Source: an optimization exercise on an open RTL-to-GDS flow (aim: small area, a short achievable clock period and few clock cycles). Production flows keep margins and buffers that such runs may drop.
Where RTL was checked, it was by simulation tests only, not by an equivalence proof against the original.
Power and IR drop assume default switching activity.

==> flow/design.v (excerpt) <==
module process (
        input                clk,
        input                rst,
        input  [23:0]        in_pix,
        output [7:0]         str_addr,
        input  [15:0]        str_data,
        output reg [5:0]     row, col,
        output reg           out_we,
        output [23:0]        out_pix,
        output reg           gray_done,
        output reg           compress_done,
        output reg           encode_done
    );
	localparam PH_GRAY = 2'd0, PH_CMP = 2'd1, PH_ENC = 2'd2, PH_DONE = 2'd3;
	localparam C_P1 = 2'd0, C_P3 = 2'd1, C_P2 = 2'd2;
	localparam E_RD = 2'd0, E_AL = 2'd1, E_WK = 2'd2;
	localparam T_NONE = 2'd0, T_P1 = 2'd1, T_P2 = 2'd2, T_ER = 2'd3;
	localparam A_HOLD = 3'd0, A_INC = 3'd1, A_TOG = 3'd2, A_DEC = 3'd3,
	           A_CLRK = 3'd4, A_WALK = 3'd5, A_NEXT = 3'd6;
	reg [1:0]  ph;
	reg [1:0]  gs;           
	reg [1:0]  cp;           
	reg [1:0]  ep;           
	reg [7:0]  g_q;          
	reg [1:0]  v_tag;        
	reg [1:0]  d_tag;        
	reg [3:0]  d_k;          
	reg [23:0] in_q;
	reg [11:0] S;            
	reg [11:0] D;            
	reg [4:0]  beta;
	reg [15:0] bm;           
	reg [15:0] qv;           
	reg [7:0]  x0;           
	reg [7:0]  x1;           
	reg [3:0]  x2;           
	reg [3:0]  x3;           
	reg        x4;           
	wire [7:0] qh = qv[15:8], ql = qv[7:0], avgB = x0, num = x1;
	wire [3:0] rh = x2, rl = x3;
	wire       first = x4;
	wire [15:0] val = qv;
	wire [7:0] q0 = x0, oth = x1;
	wire [3:0] s = x2, p = x3;
	wire       found = x4;
	wire [7:0] blk = {row[5:2], col[5:2]};
	wire [3:0] k   = {row[1:0], col[1:0]};
	assign out_pix  = {8'd0, g_q, 8'd0};
	assign str_addr = blk;
	wire [7:0] G = in_q[15:8];
	wire [7:0] cr = in_q[23:16], cg = in_q[15:8], cb = in_q[7:0];
	wire       rg  = cr >= cg, rb = cr >= cb, gb = cg >= cb;
	wire [7:0] mx  = (rg & rb) ? cr : gb ? cg : cb;
	wire [7:0] mn  = (~rg & ~rb) ? cr : gb ? cb : cg;
	wire [8:0] mm  = mx + mn;
	wire [7:0] avg  = S[11:4];
  ...
Size in the first run: ~1500 cells after synthesis, roughly 90 I/O pins, about 0.012 mm^2 of cells after synthesis.
export LEC_CHECK = 0
export CAP_MARGIN = 20
export CORE_MARGIN = 2
export CORE_UTILIZATION = 40
export SLEW_MARGIN = 20
create_clock -name core_clock -period 25.0 [get_ports {clk}]
standard.sh (not shown) runs the stock make flow with config.mk's settings and CLKGATE_MAP_FILE= SYNTH_SCRIPT=/design/flow/synth_recipe.tcl, a recipe that flattens the netlist after the stock synthesis.
==> flow/flow/run.sh <==
#!/bin/bash
# The standard layout, with ORFS's repair_timing aiming for a setup slack
# of at least 19 ns at the design's 25 ns clock, so that the port buffers and
# slow drivers on the longest paths are sized for speed. make's full output
# goes to standard.log; ORFS keeps each step's log under orfs/logs.
set -euo pipefail
bash standard.sh SETUP_SLACK_MARGIN=19 finish > standard.log 2>&1
The starting point went through all stages and came out clean.
Then changed:
- ABC_AREA: default -> 1
What happened: The changed run finished clean; global-route usage came out higher by 1.2 points; hold slack gets worse by 0.055 ns; clock power came out higher by 7.8%; final area came out lower by 1.8%.
No run of this note included a check of the RTL's function; only the layout flow was run.

========
Another version of the RTL of process (not shown whole).
Size in the first run: about 130 flip-flops, roughly 90 I/O pins, ~12000 um^2 of cells after synthesis.
clock: 25.0 ns
lec_check: 0
abc_area: 1
cap_margin: 20
core_margin: 2
core_utilization: 40
slew_margin: 20
Scripts as last shown in full above: flow/flow/run.sh
Testbench counts at the start, summed over its fixed seeds: cycles 415,987.
==> next run, changes <==
--- a/flow/config.mk
+++ b/flow/config.mk
@@ -11 +11 @@
-export CORE_UTILIZATION = 40
+export CORE_UTILIZATION = 65
Outcome:
- cell count went down by 7.4%
- clock power goes down by about 5%
- worst setup slack got worse by 0.0078 ns
- power decreases by 1.9%
- count of clock-buffer cells in the layout came out lower by 5
- non-clock buffer count fell by 1
- sequential share of layout area goes up by 0.33 points
- register-to-register slack is better by 0.03 ns
- fmax barely changes
- cell area fell by 1.4%
==> next run, changes <==
--- a/flow/config.mk
+++ b/flow/config.mk
@@ -11 +11,3 @@
-export CORE_UTILIZATION = 65
+export CORE_UTILIZATION = 40
+export CTS_CLUSTER_DIAMETER = 300
+export CTS_CLUSTER_SIZE = 60
Result:
- final cell count grows by 8.0%
- die area grows by 60%
- setup slack is better by 0.0078 ns
- power grows by 2.0%
- register-to-register slack is worse by 0.03 ns
- wire length grows by 7.7%
- worst hold slack barely changes
- final area grows by 1.5%
- global-route usage shrinks by 11 points
- sequential power hardly moves
- synthesized cell count does not change
==> next run, changes <==
--- a/flow/flow/run.sh
+++ b/flow/flow/run.sh
@@ -3 +3 @@
-# of at least 19 ns at the design's 25 ns clock, so that the port buffers and
+# of at least 19.2 ns at the design's 25 ns clock, so that the port buffers and
@@ -7 +7 @@
-bash standard.sh SETUP_SLACK_MARGIN=19 finish > standard.log 2>&1
+bash standard.sh SETUP_SLACK_MARGIN=19.2 finish > standard.log 2>&1
--- a/flow/config.mk
+++ b/flow/config.mk
@@ -12,2 +12 @@
-export CTS_CLUSTER_DIAMETER = 300
-export CTS_CLUSTER_SIZE = 60
+export CTS_BUF_LIST = sky130_fd_sc_hd__clkbuf_8
Effect: Setup slack degrades by 0.0036 ns. Via count came out higher by 0.44%. Area after synthesis stays the same. Worst hold slack improved by 0.045 ns. Global-route usage rises by 0.12 points. Design area came out higher by about 0.33%. Sequential power stays flat. Combinational power rose by about 5%. Sequential share of layout area hardly moves. Non-clock buffer count grows by 5. Routed wire length is about the same.

========
Another version of the RTL of process (not shown whole).
For scale: about 150 flip-flops, about 12000 µm² of cells after synthesis.
export LEC_CHECK = 0
export CAP_MARGIN = 20
export CORE_MARGIN = 2
export CORE_UTILIZATION = 40
export SLEW_MARGIN = 20
create_clock -name core_clock -period 25.0 [get_ports {clk}]
run.sh (not shown) runs the stock make flow with config.mk's settings and CLKGATE_MAP_FILE= SYNTH_SCRIPT=/design/flow/synth_recipe.tcl, a recipe that flattens the netlist after the stock synthesis.
Stock flow here: none of the scripts above is used.
Testbench counts at the start, summed over its fixed seeds: cycles 436,518.
Edit:
==> flow/flow/run.sh (new file) <==
#!/bin/bash
# The standard layout, with ORFS's repair_timing aiming for a setup slack
# of at least 19.5 ns at the design's 25 ns clock, so that the port buffers and
# slow drivers on the longest paths are sized for speed. make's full output
# goes to standard.log; ORFS keeps each step's log under orfs/logs.
set -euo pipefail
bash standard.sh SETUP_SLACK_MARGIN=19.5 finish > standard.log 2>&1
==> flow/standard.sh (new file) <==
#!/bin/bash
# synth_recipe.tcl (not shown) runs the flow's synth.tcl, then flattens the netlist and writes it again
# the make line also repeats each setting of config.mk as NAME=value (left out here)
make -C /OpenROAD-flow-scripts/flow DESIGN_CONFIG=/design/flow/config.mk WORK_HOME=/design/flow/orfs CLKGATE_MAP_FILE= SYNTH_SCRIPT=/design/flow/synth_recipe.tcl "${@:-finish}"
removed: flow/run.sh
After rerunning:
- The changed run completed with no timing, DRC or antenna violations
- sequential cell count stays the same
- worst hold slack barely changes
- critical path depth is unchanged
- wire length went up by a few percent
- total power went up by a little under a tenth
- synthesized cell count stays the same
- cell area went up by a few percent
- global-route usage went up by 0.24 points
- register-to-register slack is better by 1.1 ns
Edit:
--- a/flow/flow/run.sh
+++ b/flow/flow/run.sh
@@ -3 +3 @@
-# of at least 19.5 ns at the design's 25 ns clock, so that the port buffers and
+# of at least 19 ns at the design's 25 ns clock, so that the port buffers and
@@ -7 +7 @@
-bash standard.sh SETUP_SLACK_MARGIN=19.5 finish > standard.log 2>&1
+bash standard.sh SETUP_SLACK_MARGIN=19 finish > standard.log 2>&1
Result: Cell count falls by 0.86%. Sequential power hardly moves. Total power drops by 6.1%. Final area is lower by 3.1%. Worst setup slack is better by 0.014 ns. Via count climbs by 0.52%. Synthesized cell count is unchanged. Synthesized area stays the same. Die area is unchanged. Flip-flop and latch count does not change.

-- static timing again, ports no longer ideal --
No port has a modelled driver above. Below, the same layouts with a new extraction and two added sets of constraints.
Step 1 assumes that a clkbuf_16 drives the clock port and a buf_2 every other input.
Step 2 times the ports against the registers' clock, not the clock port: input delays grow and output delays shrink by t, the midpoint of the rising clock arrivals with the driver on.
Slacks: no drivers / after step 1 / after step 2; pairs: no drivers / after step 1.
| run | t, ns | slack for setup (ns) | clock arrival spread, ns | cell pins on the clock port's net |
|---|---|---|---|---|
| the first run of note 1 | 0.500 | 18.956 / 18.904 / 18.984 | 0.019 / 0.019 | 1 |
| the second run of note 1 | 0.484 | 19.043 / 18.992 / 18.656 | 0.017 / 0.016 | 1 |
| the first run of note 2 | 0.488 | 19.029 / 18.979 / 18.704 | 0.013 / 0.013 | 1 |
| the second run of note 2 | 0.475 | 19.021 / 18.974 / 18.740 | 0.011 / 0.011 | 1 |
| the third run of note 2 | 0.488 | 19.029 / 18.979 / 18.704 | 0.013 / 0.013 | 1 |
| the fourth run of note 2 | 0.526 | 19.026 / 18.978 / 18.922 | 0.014 / 0.014 | 1 |
| the first run of note 3 | 0.481 | 18.280 / 18.229 / 18.449 | 0.014 / 0.014 | 1 |
| the second run of note 3 | 0.490 | 18.976 / 18.925 / 19.091 | 0.018 / 0.018 | 1 |
| the third run of note 3 | 0.482 | 18.990 / 18.938 / 18.821 | 0.013 / 0.013 | 1 |
After both steps every run listed still meets setup and hold. For the second run of note 1, which loses most, drivers alone change the setup slack by -0.051 ns; drivers and shift together by -0.387 ns.
